This is an optimization exercise on Yosys and OpenROAD, whose aim is small area, a short achievable clock period and few clock cycles per item, not a production implementation.
Power figures rest on the tool's default switching activity, not on a simulated workload.

== lane 1 ==
==> flow/design.v <==
`timescale 1ns/10ps
module ELA(clk, rst, in_data, data_rd, req, wen, addr, data_wr, done);
	input				clk;
	input				rst;
	input		[7:0]	in_data;
	input		[7:0]	data_rd;
	output	reg			req;
	output	reg			wen;
	output	reg	[9:0]	addr;
	output	reg	[7:0]	data_wr;
	output	reg			done;
	reg interp;		 
	reg rdD;		 
	reg ru;			 
	reg [7:0] a;		 
	reg [7:0] d, e, f;	 
	reg [7:0] P, Q;	 
	reg [8:0] m;
	reg edg;		 
	wire [8:0] v = {addr[9:6], addr[4:0]};
	reg  [8:0] inc;
	always @(*) begin
		if (!interp)
			inc = (!wen) ? 9'd0 : (&v) ? 9'd33 : 9'd1;
		else if (wen)
			inc = 9'd2;			 
		else if (rdD)
			inc = 9'd478;		 
		else
			inc = 9'd33;		 
	end
	wire [8:0] vn = v + inc;
	wire [8:0] t = {1'b0, P} - {1'b0, Q};
	wire [8:0] sm = {1'b0, P} + {1'b0, Q};
	wire [7:0] X = m[7:0];
	wire [7:0] cs_s = P ^ ~Q ^ X;
	wire [7:0] cs_1 = (P & ~Q) | (P & X) | (~Q & X);
	wire [7:0] cs_2 = (~P & Q) | (~P & X) | (Q & X);
	wire [8:0] y1 = {cs_1, m[8]};
	wire [8:0] y2 = {cs_2, m[8]};
	reg c1, c2;
	integer i;
	always @(*) begin
		c1 = 1'b1;
		c2 = 1'b1;
		for (i = 0; i < 8; i = i + 1) begin
			c1 = (cs_s[i] & y1[i]) | ((cs_s[i] | y1[i]) & c1);
			c2 = (cs_s[i] & y2[i]) | ((cs_s[i] | y2[i]) & c2);
		end
		c1 = y1[8] & c1;
		c2 = y2[8] & c2;
	end
	wire le = c1 | c2 | edg;
	wire edge_col = &addr[4:1];		 
	always @(posedge clk or posedge rst) begin
		if (rst) begin
			req <= 1'b0;
			wen <= 1'b0;
			interp <= 1'b0;
			rdD <= 1'b0;
			ru <= 1'b0;
			done <= 1'b0;
			addr <= 10'd0;
		end else begin
			req <= 1'b1;
			done <= done | (addr == 10'd959);
			if (!interp) begin
				wen <= req;
				addr <= {vn[8:5], 1'b0, vn[4:0]};
				if (wen && (&v)) begin
					interp <= 1'b1;
					wen <= 1'b0;
					rdD <= 1'b1;
					ru <= 1'b0;
				end
			end else begin
				addr <= {vn[8:5], rdD, vn[4:0]};
				wen <= rdD;
				rdD <= ru;
				ru <= wen;
			end
		end
	end
	always @(posedge clk) begin
		if (wen || !interp || !le) begin
			m <= {~t[8], t[7:0] ^ {8{~t[8]}}};
			data_wr <= interp ? sm[8:1] : in_data;
		end
		if (wen)
			edg <= edge_col;
		if (ru)
			P <= data_rd;
		else if (wen) begin
			P <= a;
			a <= P;
		end
		Q <= ru ? d : f;
		if (rdD) begin
			d <= e;
			e <= f;
			f <= data_rd;
		end
	end
endmodule
make LEC_CHECK=0 CAP_MARGIN=20 CORE_MARGIN=2 CORE_UTILIZATION=40 SETUP_SLACK_MARGIN=3.0 SLEW_MARGIN=20 finish   # period 6.0 ns
run.sh (not shown) runs the stock make flow with config.mk's settings and CLKGATE_MAP_FILE= SYNTH_SCRIPT=/design/flow/synth_recipe.tcl, a recipe that flattens the netlist after the stock synthesis.
Input changes introduced in lane 2 (baseline for comparison: lane 1):
diff --git a/flow/design.v b/flow/design.v
--- a/flow/design.v
+++ b/flow/design.v
@@ -12,10 +12,10 @@
 	reg interp;		 
 	reg rdD;		 
 	reg ru;			 
-	reg [7:0] a;		 
-	reg [7:0] d, e, f;	 
+	reg [7:0] a, b, d, e, f;	 
 	reg [7:0] P, Q;	 
 	reg [8:0] m;
+	reg [7:0] hs;
 	reg edg;		 
 	wire [8:0] v = {addr[9:6], addr[4:0]};
 	reg  [8:0] inc;
@@ -32,12 +32,12 @@
 	wire [8:0] vn = v + inc;
 	wire [8:0] t = {1'b0, P} - {1'b0, Q};
 	wire [8:0] sm = {1'b0, P} + {1'b0, Q};
-	wire [7:0] X = m[7:0];
+	wire [7:0] X = m[8] ? m[7:0] : ~m[7:0];
 	wire [7:0] cs_s = P ^ ~Q ^ X;
 	wire [7:0] cs_1 = (P & ~Q) | (P & X) | (~Q & X);
 	wire [7:0] cs_2 = (~P & Q) | (~P & X) | (Q & X);
-	wire [8:0] y1 = {cs_1, m[8]};
-	wire [8:0] y2 = {cs_2, m[8]};
+	wire [8:0] y1 = {cs_1, ~m[8]};
+	wire [8:0] y2 = {cs_2, ~m[8]};
 	reg c1, c2;
 	integer i;
 	always @(*) begin
@@ -65,7 +65,8 @@
 			req <= 1'b1;
 			done <= done | (addr == 10'd959);
 			if (!interp) begin
-				wen <= req;
+				ru <= req;
+				wen <= ru;
 				addr <= {vn[8:5], 1'b0, vn[4:0]};
 				if (wen && (&v)) begin
 					interp <= 1'b1;
@@ -82,20 +83,23 @@
 		end
 	end
 	always @(posedge clk) begin
+		data_wr <= le ? hs : sm[8:1];
 		if (wen || !interp || !le) begin
-			m <= {~t[8], t[7:0] ^ {8{~t[8]}}};
-			data_wr <= interp ? sm[8:1] : in_data;
+			m <= t;
+			hs <= interp ? sm[8:1] : in_data;
 		end
-		if (wen)
+		if (!interp)
+			edg <= 1'b1;
+		else if (wen)
 			edg <= edge_col;
 		if (ru)
 			P <= data_rd;
-		else if (wen) begin
+		else if (wen)
 			P <= a;
-			a <= P;
-		end
 		Q <= ru ? d : f;
 		if (rdD) begin
+			a <= b;
+			b <= P;
 			d <= e;
 			e <= f;
 			f <= data_rd;
==> comparison <==
The time the final worst path needs with I/O delays and setup in lane 2 was higher than what lane 1 gave. [compare] base=lane 1 new=lane 2: register fraction of the total cell area climbed 2.4 points, total die area climbed about 5.6%, routed wire length climbed 260 um, remaining design rule violation count barely changed. The total power draw in lane 2 was higher than what lane 1 gave. Going from lane 1 to lane 2, the clock group share of total power was found to have gone down by 6.1 points. Lane 2 against lane 1: final worst-path setup slack now sits lower, combinational power +about 60%, met2 wire length now sits higher, DRC marker count from the first detailed-route iteration higher, tap cell instance count picked up an extra about 2.8%.
Function was not checked in any run of this note: the RTL went through the layout flow alone.

[re-timing with driven ports]
The results above use ideal ports. As a check the final layouts listed here were re-extracted and re-timed, cells and wires unchanged.
Step 1 sets driving cells, clkbuf_16 on the clock port and buf_2 on the other inputs (assumed; they add their load-dependent delay and slew).
Step 2 adds t to the input delays and takes it off the output delays; t is the mean of the earliest and latest rising clock arrival at the registers after step 1. Input paths then give back, and output paths get back, about the clock's delay inside the block.
a / b / c = no drivers / after step 1 / after step 2; a / b = the first two.
run | t, ns | setup WS [ns] | worst setup path at the end | pins driven straight from the clock port
lane 1 | 0.377 | 3.250 / 3.250 / 3.250 | register to register | 1
lane 2 | 0.383 | 2.912 / 2.912 / 2.912 | register to register | 1
After both steps every run listed still meets setup and hold.
